This is an optimization exercise on Yosys and OpenROAD, whose aim is small area, not a production implementation. Function was checked by simulation only, so behaviour that the tests miss may differ from the original. The clock port is modelled as an ideal driver; clocking choices that lean on that would not hold on a real chip. Power and IR drop assume default switching activity.

--- design/flow/design.v ---
`timescale 1ns / 1ps
module Clock_Divider(
    input i_clk,
    input i_reset,
    output o_tick,
    output o_r99
    );
    localparam [13:0] POL   = 14'h2aaa;
    localparam [13:0] R0    = 14'h3781;
    localparam [13:0] R50   = 14'h37c1;
    localparam [13:0] R99   = 14'h1be8;
    localparam [13:0] R9999 = 14'h2f5;
    reg [13:0] r_r;
    wire [13:0] w_r = r_r ^ POL;
    wire w_fb = ~(w_r[13] ^ w_r[12]);
    localparam [13:0] M9999 = 14'h16ff;
    localparam [13:0] M99   = 14'h17fb;
    assign o_tick = ((w_r & M9999) == (R9999 & M9999));
    assign o_r99 = ((w_r & M99) == (R99 & M99));
    always @(posedge i_clk) begin
        r_r <= (i_reset ? R50 : o_tick ? R0 : {w_r[12:0], w_fb}) ^ POL;
    end
endmodule
`timescale 1ns / 1ps
module Counter(
    input i_clk,
    input i_en,
    input i_r99,
    input i_reset,
    output [3:0] o_counter
    );
    reg [3:0] r_counter;
    assign o_counter = r_counter;
    wire w_zero = (r_counter == 4'd0);
    wire w_inc = i_en | (i_r99 & w_zero);
    wire w_wrap = i_en & r_counter[3] & r_counter[1];
    always @(posedge i_clk) begin
        if (i_reset | w_wrap)
            r_counter <= 4'd0;
        else
            r_counter <= r_counter + {3'd0, w_inc};
    end
endmodule
`timescale 1ns / 1ps
module comparater(
    input [3:0] i_counter,
    output o_light_0, o_light_1, o_light_2, o_light_3
    );
    assign o_light_0 = (i_counter == 4'd0);    
    assign o_light_1 = (i_counter < 4'd4);     
    assign o_light_2 = (i_counter < 4'd5);     
    assign o_light_3 = (i_counter < 4'd7);     
endmodule
`timescale 1ns / 1ps
module Button_Controller(
    input i_clk,
    input i_button,
    input i_reset,
    output o_button
    );
    localparam [18:0] POL  = 19'h2aaaa;
    localparam [18:0] SEED = 19'h3d7d5;
    localparam [18:0] PEND = 19'h7d7d5;
    reg r_state;             
    reg [18:0] r_count;
    wire [18:0] w_count = r_count ^ POL;
    localparam [18:0] MASK = 19'h7fff7;
    wire w_pend  = ((w_count & MASK) == (PEND & MASK));    
    wire w_state = r_state ^ w_pend;
    wire w_en    = (i_button ^ w_state) & ~i_reset;
    wire w_fb    = w_pend ? 1'b1 : ~(w_count[18] ^ w_count[11]);
    wire [18:0] w_next = w_en ? {w_count[17:0], w_fb} : SEED;
    assign o_button = w_pend & r_state;
    always @(posedge i_clk) begin
        r_count <= w_next ^ POL;
        r_state <= ~i_reset & w_state;
    end
endmodule
`timescale 1ns / 1ps
module FSM(
    input i_clk,
    input i_reset,
    input [2:0] i_button,
    output [3:0] o_lightState
    );
    reg [3:0] r_level;
    assign o_lightState = r_level;
    always @(posedge i_clk) begin
        if (i_reset)          r_level <= 4'b0000;
        else if (i_button[0] & ~r_level[3]) r_level <= {r_level[2:0], 1'b1};   
        else if (i_button[1]) r_level <= {1'b0, r_level[3:1]};
        else if (i_button[2]) r_level <= 4'b0000;
    end
endmodule
`timescale 1ns / 1ps
module MUX(
    input [3:0] i_x,
    input [3:0] sel,
    input i_reset,
    output o_y
    );
    assign o_y = ~i_reset & |(i_x & sel);
endmodule
`timescale 1ns / 1ps
module Top_PWM_Light(
    input i_clk,
    input i_reset,
    input [2:0] i_button,
    output o_y
    );
    wire w_tick, w_r99;
    Clock_Divider Clock_divider(.i_clk(i_clk), .i_reset(i_reset), .o_tick(w_tick), .o_r99(w_r99));
    wire [3:0] w_counter;
    Counter counter(.i_clk(i_clk), .i_en(w_tick), .i_r99(w_r99), .i_reset(i_reset), .o_counter(w_counter));
    wire [3:0] w_light;
    comparater comp(.i_counter(w_counter), .o_light_0(w_light[0]), .o_light_1(w_light[1]),
                    .o_light_2(w_light[2]), .o_light_3(w_light[3]));
    wire [2:0] w_button;
    Button_Controller Bt0(.i_clk(i_clk), .i_button(i_button[0]), .i_reset(i_reset), .o_button(w_button[0]));
    Button_Controller Bt1(.i_clk(i_clk), .i_button(i_button[1]), .i_reset(i_reset), .o_button(w_button[1]));
    Button_Controller Bt2(.i_clk(i_clk), .i_button(i_button[2]), .i_reset(i_reset), .o_button(w_button[2]));
    wire [3:0] w_lightState;
    FSM fsm(.i_clk(i_clk), .i_reset(i_reset), .i_button(w_button), .o_lightState(w_lightState));
    MUX mux(.i_x(w_light), .sel(w_lightState), .i_reset(i_reset), .o_y(o_y));
endmodule
--- design/flow/flow/run.sh ---
#!/bin/bash
# Own flow: the standard layout (standard.sh), with three changes:
#  - synthesis maps with area-oriented ABC scripts (flow/area*.abc, the same
#    script with four random seeds; flow/abc_best.tcl keeps the smallest
#    result) instead of ORFS's speed script, and leaves adders to ABC (no half/full-adder cell
#    mapping); everything else in synthesis is the standard flow's synth_recipe.tcl and
#    ORFS's synth.tcl unchanged (same registers and names);
#  - ports are buffered with buf_1 cells;
#  - the clock is buffered by flow/clock_buffers.tcl (run before CTS): the
#    clock sinks are split into four groups by position, each driven by one
#    clkbuf_8 at its centroid; CTS then finds no net left to buffer.
set -euo pipefail
W=$(pwd)
F=$W/flow
{ echo "source $F/abc_best.tcl"
  sed 's#^\( *\)log_cmd abc {\*}\$abc_args#\1abc_best [list '"$F/area1.abc $F/area2.abc $F/area3.abc $F/area4.abc"']#' \
    "$FLOW_HOME/scripts/synth.tcl"; } > "$W/synth_core.tcl"
grep -q "abc_best \[list" "$W/synth_core.tcl"
sed "s#\$::env(SCRIPTS_DIR)/synth.tcl#$W/synth_core.tcl#" synth_recipe.tcl > "$W/synth_area.tcl"
grep -q synth_core.tcl "$W/synth_area.tcl"
export BUFFER_PORTS_ARGS="-buffer_cell sky130_fd_sc_hd__buf_1"
export PRE_CTS_TCL="$F/clock_buffers.tcl"
export CTS_ARGS="-sink_clustering_enable -repair_clock_nets -dont_use_dummy_load -buf_list sky130_fd_sc_hd__clkbuf_8"
bash standard.sh SYNTH_SCRIPT="$W/synth_area.tcl" ADDER_MAP_FILE= finish > "$W/standard.log" 2>&1
--- design/flow/flow/abc_best.tcl ---
# Map the design with each ABC script given and keep the smallest result.
proc abc_best {scripts} {
  global lib_args lib_dont_use_args
  set dir $::env(OBJECTS_DIR)
  yosys design -save abc_pre
  set best 1e18
  set i 0
  foreach s $scripts {
    yosys design -load abc_pre
    yosys abc -script $s {*}$lib_args {*}$lib_dont_use_args
    yosys tee -q -o $dir/abc_area_$i.txt stat {*}$lib_args
    set fh [open $dir/abc_area_$i.txt]
    set txt [read $fh]
    close $fh
    regexp {Chip area for module [^:]*: ([0-9.]+)} $txt -> a
    puts "abc_best: $s area $a"
    if {$a < $best} {
      set best $a
      yosys design -save abc_best
    }
    incr i
  }
  yosys design -load abc_best
  puts "abc_best: kept area $best"
}
--- design/flow/flow/area1.abc ---
strash
&get -n
&st
&deepsyn -T 90 -S 1
&synch2
&nf -R 1000
&put
mfs3 -ae
mfs3 -am
topo
--- design/flow/flow/area2.abc ---
strash
&get -n
&st
&deepsyn -T 90 -S 2
&synch2
&nf -R 1000
&put
mfs3 -ae
mfs3 -am
topo
--- design/flow/flow/area3.abc ---
strash
&get -n
&st
&deepsyn -T 90 -S 3
&synch2
&nf -R 1000
&put
mfs3 -ae
mfs3 -am
topo
--- design/flow/flow/area4.abc ---
strash
&get -n
&st
&deepsyn -T 90 -S 4
&synch2
&nf -R 1000
&put
mfs3 -ae
mfs3 -am
topo
--- design/flow/flow/clock_buffers.tcl ---
# manual clock buffering: split the clock sinks into K groups by position (k-means)
# and drive each group with one buffer of type CELL placed at the group's centroid
proc my_clock_buffers {K CELL} {
  set block [ord::get_db_block]
  set dbu [$block getDbUnitsPerMicron]
  set net [$block findNet i_clk]
  set pins {}
  foreach it [$net getITerms] {
    set inst [$it getInst]
    set bb [$inst getBBox]
    lappend pins [list [$inst getName]/[[$it getMTerm] getName] [expr ([$bb xMin]+[$bb xMax])/2.0/$dbu] [expr ([$bb yMin]+[$bb yMax])/2.0/$dbu]]
  }
  set n [llength $pins]
  # init centroids: spread along sorted x
  set sorted [lsort -real -index 1 $pins]
  set cs {}
  for {set k 0} {$k < $K} {incr k} {
    set p [lindex $sorted [expr int(($k + 0.5) * $n / $K)]]
    lappend cs [list [lindex $p 1] [lindex $p 2]]
  }
  for {set iter 0} {$iter < 50} {incr iter} {
    set groups {}
    for {set k 0} {$k < $K} {incr k} { lappend groups {} }
    foreach p $pins {
      set best 0; set bd 1e18
      for {set k 0} {$k < $K} {incr k} {
        set c [lindex $cs $k]
        set d [expr abs([lindex $p 1]-[lindex $c 0]) + abs([lindex $p 2]-[lindex $c 1])]
        if {$d < $bd} { set bd $d; set best $k }
      }
      lset groups $best [concat [lindex $groups $best] [list $p]]
    }
    set cs {}
    foreach g $groups {
      set sx 0; set sy 0
      foreach p $g { set sx [expr $sx + [lindex $p 1]]; set sy [expr $sy + [lindex $p 2]] }
      set m [llength $g]; if {$m == 0} { set m 1 }
      lappend cs [list [expr $sx / $m] [expr $sy / $m]]
    }
  }
  set k 0
  foreach g $groups c $cs {
    if {[llength $g] == 0} continue
    set loads {}
    foreach p $g { lappend loads [get_pins [lindex $p 0]] }
    puts "clock group $k: [llength $g] sinks at $c"
    insert_buffer -buffer_cell $CELL -net i_clk -load_pins $loads -location $c -buffer_name clkbuf_my_$k -net_name clknet_my_$k
    incr k
  }
}

# PRE_CTS hook: drive the clock sinks from four clkbuf_8, one per group;
# the clock port drives only these four buffers.
my_clock_buffers 4 sky130_fd_sc_hd__clkbuf_8
--- design/flow/standard.sh ---
#!/bin/bash
# synth_recipe.tcl (not shown) runs the flow's synth.tcl, then flattens the netlist and writes it again
# the make line also repeats each setting of config.mk as NAME=value (left out here)
make -C /OpenROAD-flow-scripts/flow DESIGN_CONFIG=/design/flow/config.mk WORK_HOME=/design/flow/orfs CLKGATE_MAP_FILE= SYNTH_SCRIPT=/design/flow/synth_recipe.tcl "${@:-finish}"
--- design/flow/config.mk ---
export PLATFORM = sky130hd
export DESIGN_NAME = Top_PWM_Light
export DESIGN_NICKNAME = Top_PWM_Light
export VERILOG_FILES = /design/flow/design.v
export SDC_FILE = /design/flow/constraint.sdc
export NUM_CORES = 4
export LEC_CHECK = 0
export CAP_MARGIN = 20
export CORE_MARGIN = 2
export CORE_UTILIZATION = 55
export GPL_TIMING_DRIVEN = 0
export PLACE_DENSITY = 0.75
export SLEW_MARGIN = 20
--- design/flow/constraint.sdc ---
create_clock -name core_clock -period 10.0 [get_ports {i_clk}]
set_input_delay 2.0000 -clock core_clock [delete_from_list [all_inputs] [get_ports {i_clk}]]
set_output_delay 2.0000 -clock core_clock [all_outputs]
set_load 0.01 [all_outputs]
==> results of run 1 <==
-- state kept, by name (all words and copies together), names as in the netlist --
register,cells
Clock_divider.r_r,14
Bt1.r_count,19
Bt0.r_state,1
Bt2.r_count,19
fsm.r_level,4
Bt1.r_state,1
Bt2.r_state,1
counter.r_counter,4
Bt0.r_count,19
-- layout make-up, clock buffers not listed --
class                      instances  area share, %
inverter                           3          0.440
timing repair buffer               5          0.733
tap                               52           2.54
sequential                        82           64.1
multi-input combinational        153           30.0
-- worst max-delay path, stage by stage --
cell	delay [ps]
buf_1	370
a311oi_1	420
o31a_1	200
buf_1	150
-- Yosys cell counts, types with 3 or more instances --
master	instances	share of area, %
nand4b_1	6	2.2
dfxtp_1	82	68
clkinv_1	3	0.47
nand2_1	52	8.1
nand4_1	5	1.3
or2_0	3	0.78
xnor2_1	4	1.4
xor2_1	6	2.2
nand3_1	10	2.1
a21oi_1	5	1.0
nor3_1	7	1.4
nor2_1	38	5.9
-- logic make-up after synthesis --
| group | Yosys count |
|---|---|
| and+or+nand+nor | 128 |
| DFF | 82 |
| AOI/OAI and AO/OA | 15 |
| xor gates and xnor gates | 10 |
| buffers and inverters | 3 |
-- metrics by stage --
stage          hold slack [ps]  instance area (µm²)  utilization [%]
6_report                   351                 2560             59.6
5_1_grt                    370                 2560             59.6
4_1_cts                    349                 2560             59.6
3_5_place_dp               355                 2500             58.3
3_3_place_gp               344                 2500             58.3
2_1_floorplan              343                 2420                -
-- power groups by stage --
stage | Sequential (mW) | Clock [mW] | Combinational (mW)
CTS | 0.370 | 0.0866 | 0.0359
global route | 0.365 | 0.125 | 0.0410
detailed placement | 0.369 | 0 | 0.0359
floorplan | 0.366 | 0 | 0.0282
finish | 0.362 | 0.113 | 0.0354
global placement | 0.369 | 0 | 0.0347
-- final timing paths --
path | startpoint | slack (ps) | cells after the start | to
max | i_reset | 4860 | 4 | o_y
min reg2reg | Bt1.r_count[15]$_DFF_P_ | 350 | 1 | Bt1.r_count[16]$_SDFF_PN1_
max reg2reg | Clock_divider.r_r[5]$_DFF_P_ | 7430 | 9 | counter.r_counter[3]$_SDFF_PP0_
min | Bt1.r_count[15]$_DFF_P_ | 350 | 1 | Bt1.r_count[16]$_SDFF_PN1_
-- layer usage --
layer	vias to the layer above	GRT usage (%)	share of wire, %
li1	809	-	-
met1	681	20.0	53
met2	8	23.8	43
met3	6	1.59	2.6
met4	0	2.14	1.7
met5	-	0	0
==> impl_metrics.ini, run 1 <==
[status]
status = timing/DRC/antenna clean

[yosys]
synth_mux_area_share_pct = 0
synth_seq_cells = 82
synth-async-reset-ratio_pct = 0
synth-simple-area-share_pct = 23.7
synth_compound_area_share_pct = 4.39
synthCells = 238
yosysUniqueCellTypes = 29
synth_edf_count = 0
yosysWarnings = 4
synthFlopType = dfxtp_1
syn_nets = 243
synth_fa_ha_area_share_pct = 0
synth_top_family_by_area = simple AND/OR/NAND/NOR gates
avgSynthCellArea_um2 = 10.2
synthXorXnorAreaFrac_pct = 3.62
syn_area_um2 = 2420
yosysSeqAreaShare_pct = 67.8

[sta]
setup-tns-final_ps = 0
rsz0062_at_grt = false
period_needed_ps = 5140
slew_headroom_pct = 38.6
slew_violations = 0
final.setup.worst_slack_ps = 4860
setup_violations = 0
finalHoldViolCount = 0
clock_skew_ps = 25.7
fmaxAchievable_mhz = 194
fin_crit_sh_pct = 51.4
tightest_slew_ps = 921

[detailed_routing]
drt_iter0_drc = 94
route.detailed.wl_per_inst_um = 11.6
drt_pass1_iterations = 4
drt_wl_total_um = 3480
detail-route-antenna-nets = 0
vias_per_cell = 5.03
drc_errors = 0
vias = 1504

[die]
rows = 24
die_x_um = 70.3
core_um2 = 4290
ios = 6
start_util_pct = 56.4
die_h_um = 70.3
die_area_um2 = 4950

[placement]
gp_congestion = 0.792
dp_hpwl_um = 2400
io_buffers = 5
place_ws_ps = 4850
dp.cells = 295

[finish]
multi_input_area_um2 = 768
n_antenna_cell = 0
fillers = 370
final_common_cell = dfxtp_1
final_cell_count_no_fill = 299
drive_gt1_share_pct = 1.62
finalNetCount = 254
area_growth_syn_to_layout_pct = 5.74
final_cell_mix = 82 x dfxtp_1, 52 x nand2_1, 38 x nor2_1, 10 x nand3_1, 7 x nor3_1
regArea_um2 = 1640

[worst_setup_path]
arrival_ps = 3140
worstSetupPathType = primary input to output pin
critPathRequiredTime_ps = 8000
worst_setup_path_end_kind = output pin
critPathMaxFanout = 23
startpoint_type = primary input

[clock_tree]
clk_latency_ps = 170
post-cts-setup-buffers = 0
cts_resized = 0
clk_pin_slew_ps = 120
ctsHoldBuffers = 0

[global_routing]
antenna_found_initial = 0
grt_overflow = 0
grt_start_max_net_pins = 24
grt_pass1_wl_um = 6090
grt_pass1_vias = 1450
track_usage_pct = 14.1

[pwr]
p_comb_share_pct = 6.9
total_power_mw = 0.510
leakage_nw = 0.990
p_sw_mw = 0.108
pwr_density_cell_nw_per_um2 = 199
intPower_mw = 0.401
pwr-share-clk_pct = 22.1
peakVddDrop_v = 0.000142
netSwitchingFraction_pct = 21.2
p_seq_share_pct = 71.0

[worst_hold_path]
hold_class = flop to flop

[flow_run]
maxCapViolations = 0
==> run 2: changes to the inputs <==
--- a/design/flow/flow/run.sh
+++ b/design/flow/flow/run.sh
@@ -7,8 +7,8 @@
 #    ORFS's synth.tcl unchanged (same registers and names);
 #  - ports are buffered with buf_1 cells;
 #  - the clock is buffered by flow/clock_buffers.tcl (run before CTS): the
-#    clock sinks are split into four groups by position, each driven by one
-#    clkbuf_8 at its centroid; CTS then finds no net left to buffer.
+#    clock sinks are split into three groups by position, each driven by one
+#    clkbuf_16 at its centroid; CTS then finds no net left to buffer.
 set -euo pipefail
 W=$(pwd)
 F=$W/flow
@@ -20,5 +20,5 @@
 grep -q synth_core.tcl "$W/synth_area.tcl"
 export BUFFER_PORTS_ARGS="-buffer_cell sky130_fd_sc_hd__buf_1"
 export PRE_CTS_TCL="$F/clock_buffers.tcl"
-export CTS_ARGS="-sink_clustering_enable -repair_clock_nets -dont_use_dummy_load -buf_list sky130_fd_sc_hd__clkbuf_8"
+export CTS_ARGS="-sink_clustering_enable -repair_clock_nets -dont_use_dummy_load -buf_list sky130_fd_sc_hd__clkbuf_16"
 bash standard.sh SYNTH_SCRIPT="$W/synth_area.tcl" ADDER_MAP_FILE= finish > "$W/standard.log" 2>&1
--- a/design/flow/flow/clock_buffers.tcl
+++ b/design/flow/flow/clock_buffers.tcl
@@ -49,6 +49,6 @@
   }
 }
 
-# PRE_CTS hook: drive the clock sinks from four clkbuf_8, one per group;
-# the clock port drives only these four buffers.
-my_clock_buffers 4 sky130_fd_sc_hd__clkbuf_8
+# PRE_CTS hook: drive the clock sinks from three clkbuf_16, one per group;
+# the clock port drives only these three buffers.
+my_clock_buffers 3 sky130_fd_sc_hd__clkbuf_16
==> run 2 against run 1 <==
Still clean. Via count grew 0.33%. Fmax shrank 0.12%. Critical path depth is the same. Register-to-register slack is essentially flat. Hold slack gained 4.9 ps. Sequential power is essentially flat. Critical path type unchanged. Largest cell class unchanged. Highest routed layer unchanged.
==> impl_metrics.ini, run 2 <==
[sta]
finalHoldViolCount = 0
tightest_slew_ps = 933
rsz0062_at_grt = false
setup-tns-final_ps = 0
slew_violations = 0
period_needed_ps = 5150
slew_headroom_pct = 37.8
setup_violations = 0
worst_hold_slack_ps = 356
fin_crit_sh_pct = 51.5
clock_skew_ps = 20.4
fmaxAchievable_mhz = 194

[pwr]
p_comb_share_pct = 6.7
pwr_density_cell_nw_per_um2 = 204
leakage_nw = 0.999
p_seq_share_pct = 68.6
peakVddDrop_v = 0.000171
pwr-share-clk_pct = 24.7
netSwitchingFraction_pct = 20.5
p_sw_mw = 0.108
intPower_mw = 0.419

[yosys]
synthXorXnorAreaFrac_pct = 3.62
yosysMostFrequentCell = dfxtp_1
yosysWarnings = 4
syn_nets = 243
synth_fa_ha_area_share_pct = 0
synth-simple-area-share_pct = 23.7
synth_mux_area_share_pct = 0
avgSynthCellArea_um2 = 10.2
synth_compound_area_share_pct = 4.39
synth_top_family_by_area = simple AND/OR/NAND/NOR gates
synth_seq_cells = 82
synthCells = 238
synth_edf_count = 0
synth_area_leaders = dfxtp_1 68%, nand2_1 8.1%, nor2_1 5.9%, nand4b_1 2.2%, xor2_1 2.2%
yosysUniqueCellTypes = 29
syn_area_um2 = 2420
synth.largest_area_cell = dfxtp_1
synth-async-reset-ratio_pct = 0
yosysSeqAreaShare_pct = 67.8
synthFlopType = dfxtp_1
yosys.area.top_type_share_pct = 67.8
yosys-top-cells-count = 82 x dfxtp_1, 52 x nand2_1, 38 x nor2_1, 10 x nand3_1, 7 x nor3_1

[detailed_routing]
drt_wl_total_um = 3480
vias_per_cell = 5.06
drc_errors = 0
vias = 1509
drt_pass1_iterations = 4
route.detailed.wl_per_inst_um = 11.7
drt_iter0_drc = 70
detail-route-antenna-nets = 0

[die]
die_h_um = 70.3
ios = 6
core_um2 = 4290
rows = 24
start_util_pct = 56.4
die_x_um = 70.3
die_area_um2 = 4950

[worst_hold_path]
hold_start = Clock_divider.r_r[11]$_DFF_P_
hold_class = flop to flop

[placement]
gp_congestion = 0.792
dp_hpwl_um = 2400
io_buffers = 5

[clock_tree]
cts_resized = 0
ctsHoldBuffers = 0
clk_latency_ps = 170
post-cts-setup-buffers = 0
clk_pin_slew_ps = 110

[finish]
final_cell_mix = 82 x dfxtp_1, 52 x nand2_1, 38 x nor2_1, 10 x nand3_1, 7 x nor3_1
regArea_um2 = 1640
final_common_cell = dfxtp_1
multi_input_area_um2 = 768
n_antenna_cell = 0
finalNetCount = 253
area_growth_syn_to_layout_pct = 6.56
fillers = 368
top_regs = Bt0.r_count: 19 flops, Bt1.r_count: 19 flops, Bt2.r_count: 19 flops
drive_gt1_share_pct = 1.22

[global_routing]
grt_overflow = 0
grt_pass1_wl_um = 6130
grt_start_max_net_pins = 32
track_usage_pct = 14.2
antenna_found_initial = 0
grt_pass1_vias = 1457

[worst_setup_path]
worstSetupPathType = primary input to output pin
critPathMaxFanout = 23
startpoint_type = primary input
cp-startpoint = i_reset
arrival_ps = 3150
crit_top_cell = buf_1
crit_slowest_cell = a311oi_1
crit_chain = buf_1 -> a311oi_1 -> o31a_1 -> buf_1
worst_path_largest_cell_delay_ps = 420
worst_setup_path_end_kind = output pin
r2r_start = Clock_divider.r_r[5]$_DFF_P_
critPathRequiredTime_ps = 8000

[flow_run]
maxCapViolations = 0

[status]
status = timing/DRC/antenna clean
## run 2: cell types whose count changed in the layout (fill, tap and decap cells not counted), sizes merged
cell / before / now
clkbuf: 4 / 3
## run 2: worst max-delay path: cells and delay by family
kind,cells,cell delay [ps]
AOI/OAI and AO/OA,2,620
buffers and inverters,2,520
## run 2: worst paths after layout
check | slack, ps | endpoint | cells after the start
max | 4850 | o_y | 4
min | 360 | Clock_divider.r_r[12]$_SDFF_PP1_ | 1
max reg2reg | 7440 | counter.r_counter[3]$_SDFF_PP0_ | 9
min reg2reg | 360 | Clock_divider.r_r[12]$_SDFF_PP1_ | 1
## run 2: layout make-up, clock buffers not listed
cell class                 instances  share of cell area [%]
timing repair buffer               5                   0.727
multi-input combinational        153                    29.8
inverter                           3                   0.436
sequential                        82                    63.6
tap                               52                    2.52
## run 2: stage by stage
stage,total power [mW],worst slack [ps],util [%],instance area [µm²],std cells
global route,0.550,4740,60.1,2580,298
global placement,0.404,4870,58.3,2500,295
detailed placement,0.405,4850,58.3,2500,295
CTS,0.510,4860,60.1,2580,298
finish,0.527,4850,60.1,2580,298
floorplan,0.394,5530,-,2420,238
## run 2: logic make-up after synthesis
family | Yosys count
buffers and inverters | 3
DFF | 82
AOI/OAI and AO/OA | 15
xor gates and xnor gates | 10
and+or+nand+nor | 128
## run 2: power groups by stage
stage                     Sequential [mW]  Clock [mW]  Combinational, mW
after floorplan                     0.366           0             0.0282
after global placement              0.369           0             0.0347
after detailed placement            0.369           0             0.0359
after CTS                           0.370       0.104             0.0359
after global routing                0.365       0.144             0.0411
final                               0.362       0.130             0.0354
## run 2: routing by layer
| metal | wire [µm] | part of all wire, % | vias up | GRT usage [%] |
|---|---|---|---|---|
| met1 | 1830 | 53 | 690 | 20.1 |
| met2 | 1500 | 43 | 10 | 24.2 |
| met4 | 40 | 1.1 | 0 | 1.50 |
| li1 | - | - | 806 | - |
| met5 | 0 | 0 | - | 0 |
| met3 | 107 | 3.1 | 3 | 1.73 |
==> run 3: changes to the inputs <==
--- a/design/flow/flow/run.sh
+++ b/design/flow/flow/run.sh
@@ -1,7 +1,7 @@
 #!/bin/bash
 # Own flow: the standard layout (standard.sh), with three changes:
 #  - synthesis maps with area-oriented ABC scripts (flow/area*.abc, the same
-#    script with four random seeds; flow/abc_best.tcl keeps the smallest
+#    script with eight random seeds; flow/abc_best.tcl keeps the smallest
 #    result) instead of ORFS's speed script, and leaves adders to ABC (no half/full-adder cell
 #    mapping); everything else in synthesis is the standard flow's synth_recipe.tcl and
 #    ORFS's synth.tcl unchanged (same registers and names);
@@ -13,7 +13,7 @@
 W=$(pwd)
 F=$W/flow
 { echo "source $F/abc_best.tcl"
-  sed 's#^\( *\)log_cmd abc {\*}\$abc_args#\1abc_best [list '"$F/area1.abc $F/area2.abc $F/area3.abc $F/area4.abc"']#' \
+  sed 's#^\( *\)log_cmd abc {\*}\$abc_args#\1abc_best [list '"$F/area1.abc $F/area2.abc $F/area3.abc $F/area4.abc $F/area5.abc $F/area6.abc $F/area7.abc $F/area8.abc"']#' \
     "$FLOW_HOME/scripts/synth.tcl"; } > "$W/synth_core.tcl"
 grep -q "abc_best \[list" "$W/synth_core.tcl"
 sed "s#\$::env(SCRIPTS_DIR)/synth.tcl#$W/synth_core.tcl#" synth_recipe.tcl > "$W/synth_area.tcl"
==> design/flow/flow/area5.abc (new file) <==
strash
&get -n
&st
&deepsyn -T 90 -S 5
&synch2
&nf -R 1000
&put
mfs3 -ae
mfs3 -am
topo
==> design/flow/flow/area6.abc (new file) <==
strash
&get -n
&st
&deepsyn -T 90 -S 6
&synch2
&nf -R 1000
&put
mfs3 -ae
mfs3 -am
topo
==> design/flow/flow/area7.abc (new file) <==
strash
&get -n
&st
&deepsyn -T 90 -S 7
&synch2
&nf -R 1000
&put
mfs3 -ae
mfs3 -am
topo
==> design/flow/flow/area8.abc (new file) <==
strash
&get -n
&st
&deepsyn -T 90 -S 8
&synch2
&nf -R 1000
&put
mfs3 -ae
mfs3 -am
topo
==> run 3 against run 2 <==
Clock skew unchanged. Synthesized cell count unchanged. Final cell count unchanged. Global-route usage unchanged. Fmax unchanged. Hold slack unchanged. Critical path type unchanged. Critical endpoint unchanged.
==> impl_metrics.ini, run 3 <==
[status]
status = timing/DRC/antenna clean

[sta]
finalHoldViolCount = 0
clock_skew_ps = 20.4
worst_hold_slack_ps = 356
tightest_slew_ps = 933
rsz0062_at_grt = false
fmaxAchievable_mhz = 194
slew_headroom_pct = 37.8
fin_crit_sh_pct = 51.5
period_needed_ps = 5150
slew_violations = 0
setup-tns-final_ps = 0
setup_violations = 0
final.setup.worst_slack_ps = 4850

[yosys]
synthFlopType = dfxtp_1
syn_nets = 243
avgSynthCellArea_um2 = 10.2
synth_area_leaders = dfxtp_1 68%, nand2_1 8.1%, nor2_1 5.9%, nand4b_1 2.2%, xor2_1 2.2%
yosys-top-cells-count = 82 x dfxtp_1, 52 x nand2_1, 38 x nor2_1, 10 x nand3_1, 7 x nor3_1
synthCells = 238
yosysUniqueCellTypes = 29
yosysMostFrequentCell = dfxtp_1
yosysSeqAreaShare_pct = 67.8
synth_edf_count = 0
synth-async-reset-ratio_pct = 0
synth.largest_area_cell = dfxtp_1
synth_seq_cells = 82
yosysWarnings = 4
syn_area_um2 = 2420
yosys.area.top_type_share_pct = 67.8

[finish]
finalNetCount = 253
final_cell_mix = 82 x dfxtp_1, 52 x nand2_1, 38 x nor2_1, 10 x nand3_1, 7 x nor3_1
top_regs = Bt0.r_count: 19 flops, Bt1.r_count: 19 flops, Bt2.r_count: 19 flops
regArea_um2 = 1640
n_antenna_cell = 0
area_growth_syn_to_layout_pct = 6.56
drive_gt1_share_pct = 1.22
fin_area_um2 = 2580
multi_input_area_um2 = 768
final_cell_count_no_fill = 298
final_common_cell = dfxtp_1
fillers = 368

[global_routing]
grt_start_max_net_pins = 32
grt_pass1_wl_um = 6130
track_usage_pct = 14.2
grt_overflow = 0
antenna_found_initial = 0
grt_pass1_vias = 1457

[pwr]
pwr_density_cell_nw_per_um2 = 204
leakage_nw = 0.999
peakVddDrop_v = 0.000171

[detailed_routing]
vias_per_cell = 5.06
vias = 1509
route.detailed.wl_per_inst_um = 11.7
drt_iter0_drc = 70
drt_wl_total_um = 3480
drt_pass1_iterations = 4
detail-route-antenna-nets = 0
drc_errors = 0

[worst_setup_path]
arrival_ps = 3150
r2r-end = counter.r_counter[3]$_SDFF_PP0_
r2r_start = Clock_divider.r_r[5]$_DFF_P_
crit_slowest_cell = a311oi_1
rr_worst_depth = 9
rrSetupSlack_ps = 7440
worst_setup_path_end_kind = output pin
worst_path_largest_cell_delay_ps = 420
crit_chain = buf_1 -> a311oi_1 -> o31a_1 -> buf_1
cp-startpoint = i_reset
critPathRequiredTime_ps = 8000
critPathMaxFanout = 23
worstSetupPathType = primary input to output pin
crit_top_cell = buf_1
startpoint_type = primary input

[die]
die_h_um = 70.3
die_x_um = 70.3
die_area_um2 = 4950
ios = 6
core_um2 = 4290
rows = 24
start_util_pct = 56.4

[worst_hold_path]
hold_end = Clock_divider.r_r[12]$_SDFF_PP1_
hold_start = Clock_divider.r_r[11]$_DFF_P_
hold_depth = 1
hold_class = flop to flop

[placement]
placed_area_um2 = 2500
dp.cells = 295
gp_congestion = 0.792
place_ws_ps = 4850
io_buffers = 5
dp_hpwl_um = 2400

[clock_tree]
clk_pin_slew_ps = 110
ctsHoldBuffers = 0
cts_resized = 0
post-cts-setup-buffers = 0
clk_latency_ps = 170

[flow_run]
maxCapViolations = 0
run 3: cell counts after synthesis:
Identical to the previous run, type by type.
run 3: worst max path at each step:
stage	depth (start not counted)	end
2_1_floorplan	2	o_y
3_3_place_gp	4	o_y
3_5_place_dp	4	o_y
4_1_cts	4	o_y
5_1_grt	4	o_y
6_report	4	o_y
run 3: per-layer routing:
layer  routed length (µm)  vias to the layer above  share of wire, %  track usage [%]
li1                     -                      806                 -                -
met1                 1830                      690                53             20.1
met2                 1500                       10                43             24.2
met3                  107                        3               3.1             1.73
met4                   40                        0               1.1             1.50
met5                    0                        -                 0                0
run 3: worst max-delay path: cells and delay by family:
family,cells,cell delay (ps)
compound gates,2,620
buf+inv,2,520
run 3: cell families after synthesis:
logic type	synth area share, %
buffers and inverters	0.465
AO/OA/AOI/OAI	4.39
flip-flops	67.8
AND/OR/NAND/NOR	23.7
XOR/XNOR	3.62
run 3: cell type report, clock buffers not listed:
| class | count | area share (%) |
|---|---|---|
| multi-input cells | 153 | 29.8 |
| flip-flops and latches | 82 | 63.6 |
| inverters | 3 | 0.436 |
| well taps | 52 | 2.52 |
| repair buffers | 5 | 0.727 |
run 3: stage by stage:
step                power, mW  util, %
floorplan               0.394        -
global placement        0.404     58.3
detailed placement      0.405     58.3
CTS                     0.510     60.1
global route            0.550     60.1
finish                  0.527     60.1
run 3: where the power goes:
group / switching, mW / internal (mW)
clock: 0.0747 / 0.0552
combinational: 0.0204 / 0.0150
sequential: 0.0127 / 0.349
total: 0.108 / 0.419

separate check: timing with driven ports:
How much do the figures lean on ideal ports? The routed layouts below were timed once more, with nothing changed but the port constraints.
Step 1: set_driving_cell puts a clkbuf_16 on i_clk and a buf_2 on each other input, an assumption about the parent block.
Step 2, shift: input delay + t, output delay - t, t = (earliest + latest rising clock arrival at the registers) / 2. This alone moves slack from input paths to output paths.
Slacks: ideal ports / drivers / drivers and shift; pairs: ideal ports / drivers.
run	shift t [ns]	setup WS [ns]	slew at the worst register clock pin (ns)
run 1	0.217	4.856 / 4.837 / 4.837	0.12 / 0.12
run 2	0.215	4.850 / 4.831 / 4.831	0.11 / 0.11
run 3	0.215	4.850 / 4.831 / 4.831	0.11 / 0.11
After both steps every run listed still meets setup and hold.
